Background: an optimization exercise with open tools, aiming at small area. Do not read the settings as production practice.
Function was checked by simulation only, so behaviour that the tests miss may differ from the original.

Setup of v6:
==> module TRIPLE, before the edit <==
module TRIPLE (input [7:0] x, output [9:0] t);
  wire [3:0] a = {1'b0, x[2:0]} + {1'b0, x[1:0], 1'b0};
  wire [3:0] b = {1'b0, x[5:3]} + {1'b0, x[4:2]} + {3'b0, a[3]};
  wire [3:0] c = {2'b0, x[7:6]} + {1'b0, x[7:5]} + {3'b0, b[3]};
  assign t = {c, b[2:0], a[2:0]};
endmodule
==> flow/config.mk <==
export PLATFORM = sky130hd
export DESIGN_NAME = FullyConnectedLayer
export DESIGN_NICKNAME = FullyConnectedLayer
export VERILOG_FILES = /design/flow/design.v
export SDC_FILE = /design/flow/constraint.sdc
export NUM_CORES = 4
export LEC_CHECK = 0
export CAP_MARGIN = 20
export CORE_MARGIN = 2
export CORE_UTILIZATION = 45
export SLEW_MARGIN = 20
export SYNTH_HIERARCHICAL = 1
==> flow/constraint.sdc <==
create_clock -name core_clock -period 12.0 [get_ports {clk}]
set_input_delay 2.4000 -clock core_clock [delete_from_list [all_inputs] [get_ports {clk}]]
set_output_delay 2.4000 -clock core_clock [all_outputs]
set_load 0.01 [all_outputs]
standard.sh (not shown) runs the stock make flow with config.mk's settings and CLKGATE_MAP_FILE= SYNTH_SCRIPT=/design/flow/synth_recipe.tcl, a recipe that flattens the netlist after the stock synthesis.
==> flow/flow/run.sh <==
#!/bin/bash
# Own layout flow: the standard flow (standard.sh), with two changes:
#  1. after the standard synthesis, combinational cells that synthesis mapped at a
#     higher drive strength are put back to the smallest drive strength of the
#     same function (the later timing repair sizes up whatever needs it);
#  2. the port buffers that placement adds use the smallest buffer cell.
set -euo pipefail
R=orfs/results/sky130hd/FullyConnectedLayer/base
PORTBUF="BUFFER_PORTS_ARGS=-buffer_cell sky130_fd_sc_hd__buf_1"
bash standard.sh "$PORTBUF" synth > flow_synth.log 2>&1
python3 flow/downsize.py $R/1_2_yosys.v > flow_downsize.log 2>&1
rm -f $R/1_synth.odb $R/1_synth.sdc
bash standard.sh "$PORTBUF" finish > flow_finish.log 2>&1
==> flow/flow/downsize.py <==
"""Rewrite a mapped sky130hd netlist in place: each combinational cell whose type has a
smaller drive strength of the same function (same pins) is changed to the smallest one.
Flip-flops, buffers, inverters, clock cells and tie cells are left alone."""
import re
import sys

path = sys.argv[1]
src = open(path).read()
SMALLEST = {
    'a21boi': '0', 'a21oi': '1', 'a21o': '1', 'a22oi': '1', 'a22o': '1', 'a211oi': '1',
    'a211o': '1', 'a31oi': '1', 'a31o': '1', 'a311oi': '1', 'a311o': '1', 'a41oi': '1',
    'and2': '0', 'and3': '1', 'and4': '1', 'nand2': '1', 'nand3': '1', 'nand4': '1',
    'nand2b': '1', 'nand3b': '1', 'nor2': '1', 'nor3': '1', 'nor4': '1', 'nor2b': '1',
    'nor3b': '1', 'nor4b': '1', 'o21ai': '0', 'o21a': '1', 'o21bai': '1', 'o211ai': '1',
    'o211a': '1', 'o22ai': '1', 'o22a': '1', 'o31ai': '1', 'o31a': '1', 'o311a': '1',
    'o311ai': '0', 'or2': '0', 'or3': '1', 'or4': '1', 'xor2': '1', 'xnor2': '1',
    'xnor3': '1', 'xor3': '1', 'mux2i': '1', 'mux2': '1', 'maj3': '1', 'fa': '1', 'ha': '1',
    'a2111oi': '0', 'a221oi': '1', 'a222oi': '1',
}
count = {}


def repl(m):
    base, size = m.group(1), m.group(2)
    if base in SMALLEST and size != SMALLEST[base]:
        count[m.group(0)] = count.get(m.group(0), 0) + 1
        return 'sky130_fd_sc_hd__%s_%s ' % (base, SMALLEST[base])
    return m.group(0)


out = re.sub(r'\bsky130_fd_sc_hd__([a-z0-9]+)_(\d+) ', repl, src)
open(path, 'w').write(out)
for k, v in sorted(count.items()):
    print(v, k)
v6 | status: complete | timing, DRC, antenna: pass
Inputs modified between v6 and v7:
--- a/flow/design.v
+++ b/flow/design.v
@@ -8840,8 +8840,9 @@
   assign s = ~{hi, lo[3:0]};
 endmodule
 module TRIPLE (input [7:0] x, output [9:0] t);
-  wire [3:0] a = {1'b0, x[2:0]} + {1'b0, x[1:0], 1'b0};
-  wire [3:0] b = {1'b0, x[5:3]} + {1'b0, x[4:2]} + {3'b0, a[3]};
-  wire [3:0] c = {2'b0, x[7:6]} + {1'b0, x[7:5]} + {3'b0, b[3]};
-  assign t = {c, b[2:0], a[2:0]};
+  wire [2:0] a = {1'b0, x[1:0]} + {1'b0, x[0], 1'b0};
+  wire [2:0] b = {1'b0, x[3:2]} + {1'b0, x[2:1]} + {2'b0, a[2]};
+  wire [2:0] c = {1'b0, x[5:4]} + {1'b0, x[4:3]} + {2'b0, b[2]};
+  wire [3:0] d = {2'b0, x[7:6]} + {1'b0, x[7:5]} + {3'b0, c[2]};
+  assign t = {d, c[1:0], b[1:0], a[1:0]};
 endmodule
### Flow results
v7 vs v6: design area down slightly
Count of buffer and inverter cells on the critical path for v7: 4 down relative to v6
The minimum period implied by the final worst setup slack in v7 was higher than what v6 gave.
v7 vs v6 — non-clock buffer count climbed slightly
v7 vs v6 — fmax dropped by a few percent
Summary of v7 over v6: growth of design area from synthesis to finish shows no meaningful change; data required time at the worst endpoint shows a reduction of 0.08 ns.
Routed wire in v7 totals less than in v6.

## rev 12
Another version of the RTL of FullyConnectedLayer (not shown whole).
Size in the first run: roughly 4200 cells after synthesis, roughly 45000 sq um of cells after synthesis.
Design FullyConnectedLayer, start of the top module:
module FullyConnectedLayer #(
    parameter N = 8,              
    parameter M = 4               
) (
    input clk,                    
    input rst_n,                  
    input [N*8-1:0] input_data,      
    input [M*N*8-1:0] weights,       
    input [M*8-1:0] biases,          
    output reg [M*8-1:0] output_data   
);
==> module ADD8, before the edit <==
module ADD8 (input [7:0] a, input [7:0] b, output [7:0] s);
  wire [3:0] lo = {1'b0, a[2:0]} + {1'b0, b[2:0]} + 4'd1;
  wire [3:0] mi = {1'b0, a[5:3]} + {1'b0, b[5:3]} + {3'b0, lo[3]};
  wire [1:0] hi = a[7:6] + b[7:6] + {1'b0, mi[3]};
  assign s = ~{hi, mi[2:0], lo[2:0]};
endmodule
Settings: LEC_CHECK=0, CAP_MARGIN=20, CORE_MARGIN=2, CORE_UTILIZATION=45, SLEW_MARGIN=20, SYNTH_HIERARCHICAL=1; clock period 12.0 ns.
Scripts as last shown in full above: flow/flow/run.sh, flow/flow/downsize.py
The following lists how rev 13 was set up differently from rev 12:
--- a/flow/design.v
+++ b/flow/design.v
@@ -8834,15 +8834,13 @@
 module PPSEL2 (input d2, input d3, input b, input c, output y);
   assign y = ~((d2 & b) | (d3 & c));
 endmodule
 module ADD8 (input [7:0] a, input [7:0] b, output [7:0] s);
-  wire [3:0] lo = {1'b0, a[2:0]} + {1'b0, b[2:0]} + 4'd1;
-  wire [3:0] mi = {1'b0, a[5:3]} + {1'b0, b[5:3]} + {3'b0, lo[3]};
-  wire [1:0] hi = a[7:6] + b[7:6] + {1'b0, mi[3]};
-  assign s = ~{hi, mi[2:0], lo[2:0]};
+  wire [4:0] lo = {1'b0, a[3:0]} + {1'b0, b[3:0]} + 5'd1;
+  wire [3:0] hi = a[7:4] + b[7:4] + {3'b0, lo[4]};
+  assign s = ~{hi, lo[3:0]};
 endmodule
 module TRIPLE (input [7:0] x, output [9:0] t);
-  wire [3:0] a = {1'b0, x[2:0]} + {1'b0, x[1:0], 1'b0};
-  wire [3:0] b = {1'b0, x[5:3]} + {1'b0, x[4:2]} + {3'b0, a[3]};
-  wire [3:0] c = {2'b0, x[7:6]} + {1'b0, x[7:5]} + {3'b0, b[3]};
-  assign t = {c, b[2:0], a[2:0]};
+  wire [4:0] lo = {1'b0, x[3:0]} + {1'b0, x[2:0], 1'b0};
+  wire [5:0] hi = {2'b0, x[7:4]} + {1'b0, x[7:3]} + {5'b0, lo[4]};
+  assign t = {hi, lo[3:0]};
 endmodule
[summary]
- Summary of rev 13 over rev 12: final critical path time including I/O delays and setup grew by 0.020 ns; die outline height held steady.
- Summary of rev 13 over rev 12: starting utilization of the core area has remained practically unchanged, wire length on met2 moved down.
- Rev 13 -> rev 12: core region area flat
- Higher final cell utilization of the core among rev 13 and rev 12: rev 13
- Going from rev 12 to rev 13, the non-clock buffer count was found to have gone up by 13.

[port drivers added, routing unchanged]
How much do the figures lean on ideal ports? The routed layouts below were timed once more, with nothing changed but the port constraints.
Step 1 assumes that a clkbuf_16 drives the clock port and a buf_2 every other input.
Step 2 moves the port delays by t, midway between the first and last clock arrival at a register: inputs arrive t later, outputs are due t later. That takes back most of the time a late clock gives input paths.
Slacks: ideal ports / drivers / drivers and shift; pairs: ideal ports / drivers.
| run | t (ns) | setup WS [ns] | hold WS [ns] |
|---|---|---|---|
| v6 | 0.443 | 0.817 / 0.869 / 0.427 | 2.215 / 2.164 / 2.606 |
| v7 | 0.442 | 0.422 / 0.472 / 0.030 | 2.149 / 2.101 / 2.543 |
| rev 12 | 0.429 | 0.919 / 0.973 / 0.544 | 2.213 / 2.159 / 2.588 |
| rev 13 | 0.455 | 0.899 / 0.956 / 0.501 | 2.161 / 2.102 / 2.557 |
After both steps every run listed still meets setup and hold. For rev 13, which loses most, drivers alone change the setup slack by +0.057 ns; drivers and shift together by -0.398 ns.
